This is an optimization exercise on Yosys and OpenROAD, whose aim is small area and a short achievable clock period, not a production implementation.
Where RTL was checked, it was by simulation tests only, not by an equivalence proof against the original.

==> inputs of job 6099 <==
// top_level
module top_level(f1,f2,p,in_1,in_2,out,clk,clk2);
input [7:0]in_1, in_2;
input clk;
input clk2;
input [15:0]p;   
input [15:0]f1,f2;  
output [15:0]out;
wire       nz1_d, nz2_d;
wire [2:0] k1_d, k2_d;
wire [6:0] xf1_d, xf2_d;
convert cv1 (.int8(in_1), .nz(nz1_d), .k(k1_d), .xf(xf1_d));
convert cv2 (.int8(in_2), .nz(nz2_d), .k(k2_d), .xf(xf2_d));
reg        nz1, nz2, s1, s2;
reg  [4:0] be1, be2;
reg  [2:0] k1, k2;
reg  [6:0] xf1, xf2;
reg  [9:0] bm1, bm2;
reg  [12:0] t31, t32;    
always @(posedge clk) begin
  t31 <= {2'b00, 1'b1, f1[9:0]} + {1'b0, 1'b1, f1[9:0], 1'b0};
  t32 <= {2'b00, 1'b1, f2[9:0]} + {1'b0, 1'b1, f2[9:0], 1'b0};
  nz1 <= nz1_d;  nz2 <= nz2_d;
  be1 <= f1[14:10]; be2 <= f2[14:10];
  k1  <= k1_d;      k2  <= k2_d;
  xf1 <= xf1_d;  xf2 <= xf2_d;
  s1  <= f1[15]; s2  <= f2[15];
  bm1 <= f1[9:0]; bm2 <= f2[9:0];
end
wire [18:7] P1_d, P2_d;
mult mu1 (.xf(xf1), .bm(bm1), .B3(t31), .P(P1_d));
mult mu2 (.xf(xf2), .bm(bm2), .B3(t32), .P(P2_d));
wire [15:0] m1_d, m2_d;
mult_norm mn1 (.nz(nz1), .s(s1), .e0(be1 + {2'b00, k1}), .P(P1_d), .C(m1_d));
mult_norm mn2 (.nz(nz2), .s(s2), .e0(be2 + {2'b00, k2}), .P(P2_d), .C(m2_d));
reg [15:0] m1, m2;
  ...
==> module norm_hi, before the edit <==
module norm_hi(R, Le, R2, E1);
input  [14:0] R;
input  [4:0]  Le;
output [14:0] R2;
output [4:0]  E1;
wire        z8 = ~|R[14:7];
wire [14:0] Ra = z8 ? {R[6:0], 8'b0} : R;
wire        z4 = ~|Ra[14:11];
wire [14:0] Rb = z4 ? {Ra[10:0], 4'b0} : Ra;
wire        z2 = ~|Rb[14:13];
assign R2 = z2 ? {Rb[12:0], 2'b0} : Rb;
wire [4:0] c [0:7];
genvar j;
generate
  for (j = 0; j < 8; j = j + 1) begin : cand
    adder #(.W(5)) u_c (.A(Le), .B(5'd1 - 5'd2 * j), .ci(1'b0), .S(c[j]));
  end
endgenerate
wire [4:0] e0 = z8 ? (z4 ? c[6] : c[4]) : (z4 ? c[2] : c[0]);
wire [4:0] e1 = z8 ? (z4 ? c[7] : c[5]) : (z4 ? c[3] : c[1]);
assign E1 = z2 ? e1 : e0;
endmodule
==> module acc_pre, before the edit <==
module acc_pre(T, p, o, sel, Y, ge, sha, shb);
input  [15:0] T, p, o;
input         sel;
output [15:0] Y;
output        ge;
output [4:0]  sha, shb;
wire ge_p, ge_o;
compare_adder #(.W(15)) u_cp (.A(T[14:0]), .B(p[14:0]), .ge(ge_p));
compare_adder #(.W(15)) u_co (.A(T[14:0]), .B(o[14:0]), .ge(ge_o));
wire [4:0] dtp, dpt, dto, dot;
adder #(.W(5)) u_tp (.A(T[14:10]), .B(~p[14:10]), .ci(1'b1), .S(dtp));
adder #(.W(5)) u_pt (.A(p[14:10]), .B(~T[14:10]), .ci(1'b1), .S(dpt));
adder #(.W(5)) u_to (.A(T[14:10]), .B(~o[14:10]), .ci(1'b1), .S(dto));
adder #(.W(5)) u_ot (.A(o[14:10]), .B(~T[14:10]), .ci(1'b1), .S(dot));
assign Y   = sel ? p : o;
assign ge  = sel ? ge_p : ge_o;
assign sha = sel ? dtp : dto;
assign shb = sel ? dpt : dot;
endmodule
==> module top_level, before the edit <==
module top_level(f1,f2,p,in_1,in_2,out,clk,clk2);
input [7:0]in_1, in_2;
input clk;
input clk2;
input [15:0]p;   
input [15:0]f1,f2;  
output [15:0]out;
wire       nz1_d, nz2_d;
wire [2:0] k1_d, k2_d;
wire [6:0] xf1_d, xf2_d;
convert cv1 (.int8(in_1), .nz(nz1_d), .k(k1_d), .xf(xf1_d));
convert cv2 (.int8(in_2), .nz(nz2_d), .k(k2_d), .xf(xf2_d));
reg        nz1, nz2, s1, s2;
reg  [4:0] be1, be2;
reg  [2:0] k1, k2;
reg  [6:0] xf1, xf2;
reg  [9:0] bm1, bm2;
reg  [12:0] t31, t32;    
always @(posedge clk) begin
  t31 <= {2'b00, 1'b1, f1[9:0]} + {1'b0, 1'b1, f1[9:0], 1'b0};
  t32 <= {2'b00, 1'b1, f2[9:0]} + {1'b0, 1'b1, f2[9:0], 1'b0};
  nz1 <= nz1_d;  nz2 <= nz2_d;
  be1 <= f1[14:10]; be2 <= f2[14:10];
  k1  <= k1_d;      k2  <= k2_d;
  xf1 <= xf1_d;  xf2 <= xf2_d;
  s1  <= f1[15]; s2  <= f2[15];
  bm1 <= f1[9:0]; bm2 <= f2[9:0];
end
wire [18:7] P1_d, P2_d;
mult mu1 (.xf(xf1), .bm(bm1), .B3(t31), .P(P1_d));
mult mu2 (.xf(xf2), .bm(bm2), .B3(t32), .P(P2_d));
wire [15:0] m1_d, m2_d;
mult_norm mn1 (.nz(nz1), .s(s1), .e0(be1 + {2'b00, k1}), .P(P1_d), .C(m1_d));
mult_norm mn2 (.nz(nz2), .s(s2), .e0(be2 + {2'b00, k2}), .P(P2_d), .C(m2_d));
reg [15:0] m1, m2;
always @(posedge clk) begin
  m1 <= m1_d;
  m2 <= m2_d;
end
wire [14:0] sR_d;
wire [4:0]  sLe_d;
wire        sLs_d, sbz_d;
sadd_front sa1 (.A(m1), .B(m2), .R(sR_d), .Le(sLe_d), .Ls(sLs_d), .bz(sbz_d));
reg [14:0] sR;
reg [4:0]  sLe;
reg        sLs, sbz;
always @(posedge clk) begin
  sR  <= sR_d;
  sLe <= sLe_d;
  sLs <= sLs_d;
  sbz <= sbz_d;
end
wire [15:0] S_sum;
normalize  no1 (.R(sR), .Le(sLe), .Ls(sLs), .bz(sbz), .Z(S_sum));
wire [15:0] Y;
wire        ge_d;
wire [4:0]  sha_d, shb_d;
acc_pre ap (.T(S_sum), .p(p), .o(out), .sel(clk2), .Y(Y), .ge(ge_d), .sha(sha_d), .shb(shb_d));
reg [15:0] aA, aB;
reg        age;
reg [4:0]  asha, ashb;
always @(posedge clk) begin
  aA   <= S_sum;
  aB   <= Y;
  age  <= ge_d;
  asha <= sha_d;
  ashb <= shb_d;
end
wire [13:0] oML, oMS;
wire [4:0]  oLe;
wire        oLs, oop, obz;
wire [14:0] oR;
wire [15:0] out_d;
shift_adder sa2 (.A(aA), .B(aB), .ge(age), .sha(asha), .shb(ashb), .ML(oML), .MS(oMS), .Le(oLe), .Ls(oLs), .op(oop), .bz(obz));
main_adder  ma2 (.ML(oML), .MS(oMS), .op(oop), .R(oR));
normalize   no2 (.R(oR), .Le(oLe), .Ls(oLs), .bz(obz), .Z(out_d));
reg [15:0] rout;
always @(posedge clk) rout <= out_d;
assign out = rout;
endmodule
==> module sadd_front, before the edit <==
module sadd_front(A, B, R, Le, Ls, bz);
input  [15:0] A, B;
output [14:0] R;
output [4:0]  Le;
output        Ls;
output        bz;
wire ge;
compare_adder #(.W(15)) u_c (.A(A[14:0]), .B(B[14:0]), .ge(ge));
wire [5:0] d_ab;
wire [4:0] d_ba;
adder #(.W(6)) u_ab (.A({1'b0, A[14:10]}), .B(~{1'b0, B[14:10]}), .ci(1'b1), .S(d_ab));
adder #(.W(5)) u_ba (.A(B[14:10]), .B(~A[14:10]), .ci(1'b1), .S(d_ba));
wire        gE  = ~d_ab[5];                     
wire        eqE = (A[14:10] == B[14:10]);
wire [9:0]  Xm  = gE ? B[9:0] : A[9:0];
wire [4:0]  sh  = gE ? d_ab[4:0] : d_ba;
wire [13:0] MX  = {1'b1, Xm, 3'b000} >> sh;
wire [15:0] L   = ge ? A : B;
wire [13:0] MS  = (eqE & ~ge) ? {1'b1, A[9:0], 3'b000} : MX;
wire        op  = A[15] ^ B[15];
main_adder u_add (.ML({1'b1, L[9:0], 3'b000}), .MS(MS), .op(op), .R(R));
assign Le = L[14:10];
assign Ls = L[15];
assign bz = (A == 16'h0000) & (B == 16'h0000);
endmodule
clock: 13.5 ns
lec_check: 0
abc_area: 1
cap_margin: 20
core_margin: 2
core_utilization: 65
place_density: 0.75
slew_margin: 20
standard.sh (not shown) runs the stock make flow with config.mk's settings and CLKGATE_MAP_FILE= SYNTH_SCRIPT=/design/flow/synth_recipe.tcl, a recipe that flattens the netlist after the stock synthesis.
==> flow/flow/run.sh <==
#!/bin/bash
# Own layout flow: the standard flow's synthesis script and layout, with these changes
# in how the layout is made:
#  - synthesis leaves the arithmetic to ABC instead of first mapping full
#    and half adders to fixed adder cells (ADDER_MAP_FILE empty); the
#    registers, their names and cell types are the same as the standard
#    synthesis gives;
#  - the port buffers are buf_2 cells instead of the resizer's default pick;
set -euo pipefail
bash standard.sh ADDER_MAP_FILE= synth > synth.log 2>&1
bash standard.sh ADDER_MAP_FILE= SETUP_SLACK_MARGIN=10 TNS_END_PERCENT=0 "BUFFER_PORTS_ARGS=-buffer_cell sky130_fd_sc_hd__buf_2" finish > layout.log 2>&1
==> job 1324 (differences from job 6099) <==
--- a/flow/design.v
+++ b/flow/design.v
@@ -181,16 +181,14 @@
 wire [14:0] Rb = z4 ? {Ra[10:0], 4'b0} : Ra;
 wire        z2 = ~|Rb[14:13];
 assign R2 = z2 ? {Rb[12:0], 2'b0} : Rb;
-wire [4:0] c [0:7];
-genvar j;
-generate
-  for (j = 0; j < 8; j = j + 1) begin : cand
-    adder #(.W(5)) u_c (.A(Le), .B(5'd1 - 5'd2 * j), .ci(1'b0), .S(c[j]));
-  end
-endgenerate
-wire [4:0] e0 = z8 ? (z4 ? c[6] : c[4]) : (z4 ? c[2] : c[0]);
-wire [4:0] e1 = z8 ? (z4 ? c[7] : c[5]) : (z4 ? c[3] : c[1]);
-assign E1 = z2 ? e1 : e0;
+wire [4:0] u, u8, v, v4, w, w2;
+adder #(.W(5)) u_u  (.A(Le), .B(5'd1),  .ci(1'b0), .S(u));
+adder #(.W(5)) u_u8 (.A(u),  .B(5'd24), .ci(1'b0), .S(u8));
+assign v = z8 ? u8 : u;
+adder #(.W(5)) u_v4 (.A(v),  .B(5'd28), .ci(1'b0), .S(v4));
+assign w = z4 ? v4 : v;
+adder #(.W(5)) u_w2 (.A(w),  .B(5'd30), .ci(1'b0), .S(w2));
+assign E1 = z2 ? w2 : w;
 endmodule
 module norm_lo(R2, E1, Ls, bz, Z);
 input  [14:0] R2;
@@ -222,16 +220,13 @@
 output [15:0] Y;
 output        ge;
 output [4:0]  sha, shb;
-wire ge_p, ge_o;
-compare_adder #(.W(15)) u_cp (.A(T[14:0]), .B(p[14:0]), .ge(ge_p));
-compare_adder #(.W(15)) u_co (.A(T[14:0]), .B(o[14:0]), .ge(ge_o));
+mux u_m (.in1(o), .in2(p), .sel(sel), .out(Y));
+compare_adder #(.W(15)) u_c (.A(T[14:0]), .B(Y[14:0]), .ge(ge));
 wire [4:0] dtp, dpt, dto, dot;
 adder #(.W(5)) u_tp (.A(T[14:10]), .B(~p[14:10]), .ci(1'b1), .S(dtp));
 adder #(.W(5)) u_pt (.A(p[14:10]), .B(~T[14:10]), .ci(1'b1), .S(dpt));
 adder #(.W(5)) u_to (.A(T[14:10]), .B(~o[14:10]), .ci(1'b1), .S(dto));
 adder #(.W(5)) u_ot (.A(o[14:10]), .B(~T[14:10]), .ci(1'b1), .S(dot));
-assign Y   = sel ? p : o;
-assign ge  = sel ? ge_p : ge_o;
 assign sha = sel ? dtp : dto;
 assign shb = sel ? dpt : dot;
 endmodule
--- a/flow/flow/run.sh
+++ b/flow/flow/run.sh
@@ -8,4 +8,4 @@
 #  - the port buffers are buf_2 cells instead of the resizer's default pick;
 set -euo pipefail
 bash standard.sh ADDER_MAP_FILE= synth > synth.log 2>&1
-bash standard.sh ADDER_MAP_FILE= SETUP_SLACK_MARGIN=10 TNS_END_PERCENT=0 "BUFFER_PORTS_ARGS=-buffer_cell sky130_fd_sc_hd__buf_2" finish > layout.log 2>&1
+bash standard.sh ADDER_MAP_FILE= SETUP_SLACK_MARGIN=9.6 TNS_END_PERCENT=0 "BUFFER_PORTS_ARGS=-buffer_cell sky130_fd_sc_hd__buf_2" finish > layout.log 2>&1
==> job 5078 (differences from job 6099) <==
--- a/flow/design.v
+++ b/flow/design.v
@@ -11,8 +11,7 @@
 convert cv1 (.int8(in_1), .nz(nz1_d), .k(k1_d), .xf(xf1_d));
 convert cv2 (.int8(in_2), .nz(nz2_d), .k(k2_d), .xf(xf2_d));
 reg        nz1, nz2, s1, s2;
-reg  [4:0] be1, be2;
-reg  [2:0] k1, k2;
+reg  [4:0] e1, e2;
 reg  [6:0] xf1, xf2;
 reg  [9:0] bm1, bm2;
 reg  [12:0] t31, t32;    
@@ -20,8 +19,8 @@
   t31 <= {2'b00, 1'b1, f1[9:0]} + {1'b0, 1'b1, f1[9:0], 1'b0};
   t32 <= {2'b00, 1'b1, f2[9:0]} + {1'b0, 1'b1, f2[9:0], 1'b0};
   nz1 <= nz1_d;  nz2 <= nz2_d;
-  be1 <= f1[14:10]; be2 <= f2[14:10];
-  k1  <= k1_d;      k2  <= k2_d;
+  e1  <= f1[14:10] + {2'b00, k1_d};
+  e2  <= f2[14:10] + {2'b00, k2_d};
   xf1 <= xf1_d;  xf2 <= xf2_d;
   s1  <= f1[15]; s2  <= f2[15];
   bm1 <= f1[9:0]; bm2 <= f2[9:0];
@@ -30,8 +29,8 @@
 mult mu1 (.xf(xf1), .bm(bm1), .B3(t31), .P(P1_d));
 mult mu2 (.xf(xf2), .bm(bm2), .B3(t32), .P(P2_d));
 wire [15:0] m1_d, m2_d;
-mult_norm mn1 (.nz(nz1), .s(s1), .e0(be1 + {2'b00, k1}), .P(P1_d), .C(m1_d));
-mult_norm mn2 (.nz(nz2), .s(s2), .e0(be2 + {2'b00, k2}), .P(P2_d), .C(m2_d));
+mult_norm mn1 (.nz(nz1), .s(s1), .e0(e1), .P(P1_d), .C(m1_d));
+mult_norm mn2 (.nz(nz2), .s(s2), .e0(e2), .P(P2_d), .C(m2_d));
 reg [15:0] m1, m2;
 always @(posedge clk) begin
   m1 <= m1_d;
@@ -67,16 +66,22 @@
   ashb <= shb_d;
 end
 wire [13:0] oML, oMS;
-wire [4:0]  oLe;
-wire        oLs, oop, obz;
-wire [14:0] oR;
-wire [15:0] out_d;
-shift_adder sa2 (.A(aA), .B(aB), .ge(age), .sha(asha), .shb(ashb), .ML(oML), .MS(oMS), .Le(oLe), .Ls(oLs), .op(oop), .bz(obz));
-main_adder  ma2 (.ML(oML), .MS(oMS), .op(oop), .R(oR));
-normalize   no2 (.R(oR), .Le(oLe), .Ls(oLs), .bz(obz), .Z(out_d));
-reg [15:0] rout;
-always @(posedge clk) rout <= out_d;
-assign out = rout;
+wire [4:0]  oLe_d, oE1_d;
+wire        oLs_d, oop, obz_d;
+wire [14:0] oR_d, oR2_d;
+shift_adder sa2 (.A(aA), .B(aB), .ge(age), .sha(asha), .shb(ashb), .ML(oML), .MS(oMS), .Le(oLe_d), .Ls(oLs_d), .op(oop), .bz(obz_d));
+main_adder  ma2 (.ML(oML), .MS(oMS), .op(oop), .R(oR_d));
+norm_hi     nh2 (.R(oR_d), .Le(oLe_d), .R2(oR2_d), .E1(oE1_d));
+reg [14:0] oR2;
+reg [4:0]  oE1;
+reg        oLs, obz;
+always @(posedge clk) begin
+  oR2 <= oR2_d;
+  oE1 <= oE1_d;
+  oLs <= oLs_d;
+  obz <= obz_d;
+end
+norm_lo nl2 (.R2(oR2), .E1(oE1), .Ls(oLs), .bz(obz), .Z(out));
 endmodule
 module convert(int8, nz, k, xf);
 input  [7:0] int8;
@@ -296,18 +301,14 @@
 output        bz;
 wire ge;
 compare_adder #(.W(15)) u_c (.A(A[14:0]), .B(B[14:0]), .ge(ge));
-wire [5:0] d_ab;
-wire [4:0] d_ba;
-adder #(.W(6)) u_ab (.A({1'b0, A[14:10]}), .B(~{1'b0, B[14:10]}), .ci(1'b1), .S(d_ab));
+wire [4:0] d_ab, d_ba;
+adder #(.W(5)) u_ab (.A(A[14:10]), .B(~B[14:10]), .ci(1'b1), .S(d_ab));
 adder #(.W(5)) u_ba (.A(B[14:10]), .B(~A[14:10]), .ci(1'b1), .S(d_ba));
-wire        gE  = ~d_ab[5];                     
-wire        eqE = (A[14:10] == B[14:10]);
-wire [9:0]  Xm  = gE ? B[9:0] : A[9:0];
-wire [4:0]  sh  = gE ? d_ab[4:0] : d_ba;
-wire [13:0] MX  = {1'b1, Xm, 3'b000} >> sh;
-wire [15:0] L   = ge ? A : B;
-wire [13:0] MS  = (eqE & ~ge) ? {1'b1, A[9:0], 3'b000} : MX;
-wire        op  = A[15] ^ B[15];
+wire [13:0] MSa = {1'b1, B[9:0], 3'b000} >> d_ab;
+wire [13:0] MSb = {1'b1, A[9:0], 3'b000} >> d_ba;
+wire [15:0] L  = ge ? A : B;
+wire [13:0] MS = ge ? MSa : MSb;
+wire        op = A[15] ^ B[15];
 main_adder u_add (.ML({1'b1, L[9:0], 3'b000}), .MS(MS), .op(op), .R(R));
 assign Le = L[14:10];
 assign Ls = L[15];
==> flow/flow/run.sh (replaced) <==
#!/bin/bash
set -euo pipefail
bash standard.sh synth > synth.log 2>&1
bash standard.sh SETUP_SLACK_MARGIN=9 TNS_END_PERCENT=0 "BUFFER_PORTS_ARGS=-buffer_cell sky130_fd_sc_hd__buf_2" finish > layout.log 2>&1
==> comparison table <==
Result of the run: job 6099 timing/DRC/antenna clean; job 1324 timing/DRC/antenna clean; job 5078 timing/DRC/antenna clean
Hold path startpoint: job 6099 sLs; job 1324 sLs; job 5078 s1
Netlist area before placement: job 6099 16300 µm²; job 1324 15900 µm²; job 5078 16600 µm²
Total GRT Usage: job 6099 0.358; job 1324 0.334; job 5078 0.343
CP peak stage delay: job 6099 0.39 ns; job 1324 0.36 ns; job 5078 0.47 ns
Capture point of the worst path: job 6099 rout[6]; job 1324 rout[14]; job 5078 out[9]
Beginning of the worst register-to-register path: job 6099 age; job 1324 age; job 5078 m1[12]
Area share of xor/xnor cells in the synthesized design: job 6099 0.0752; job 1324 0.0740; job 5078 0.0553
Final RePlAce weighted congestion: job 6099 0.974; job 1324 0.971; job 5078 0.983
Syn avg cell area: job 6099 5.77 µm²; job 1324 5.81 µm²; job 5078 6.72 µm²
Clock insertion delay at the later pin of the skew report: job 6099 0.44 ns; job 1324 0.43 ns; job 5078 0.45 ns
Kind of end point of the critical path: job 6099 register; job 1324 register; job 5078 primary output
Library cell appearing most often on the critical path: job 6099 sky130_fd_sc_hd__nand2_2; job 1324 sky130_fd_sc_hd__nand2_1; job 5078 -
Initial antenna violation count: job 6099 2; job 1324 1; job 5078 2
Function not checked in job 1324: the RTL went through the layout flow alone.

port drivers added, routing unchanged:
How much do the figures lean on ideal ports? The routed layouts below were timed once more, with nothing changed but the port constraints. Step 1 sets driving cells, clkbuf_16 on the clock port and buf_2 on the other inputs (assumed; they add their load-dependent delay and slew). Step 2, shift: input delay + t, output delay - t, t = (earliest + latest rising clock arrival at the registers) / 2. This alone moves slack from input paths to output paths. a / b / c = no drivers / after step 1 / after step 2; a / b = the first two.
| run | t, ns | setup WS [ns] | hold WS [ns] |
|---|---|---|---|
| job 6099 | 0.482 | 9.161 / 9.161 / 9.161 | 0.405 / 0.405 / 0.405 |
| job 1324 | 0.478 | 9.466 / 9.466 / 9.125 | 0.429 / 0.429 / 0.429 |
| job 5078 | 0.492 | 8.976 / 8.922 / 8.743 | 0.416 / 0.416 / 0.416 |
After both steps every run listed still meets setup and hold. For job 1324, which loses most, drivers alone change the setup slack by 0.000 ns; drivers and shift together by -0.341 ns.
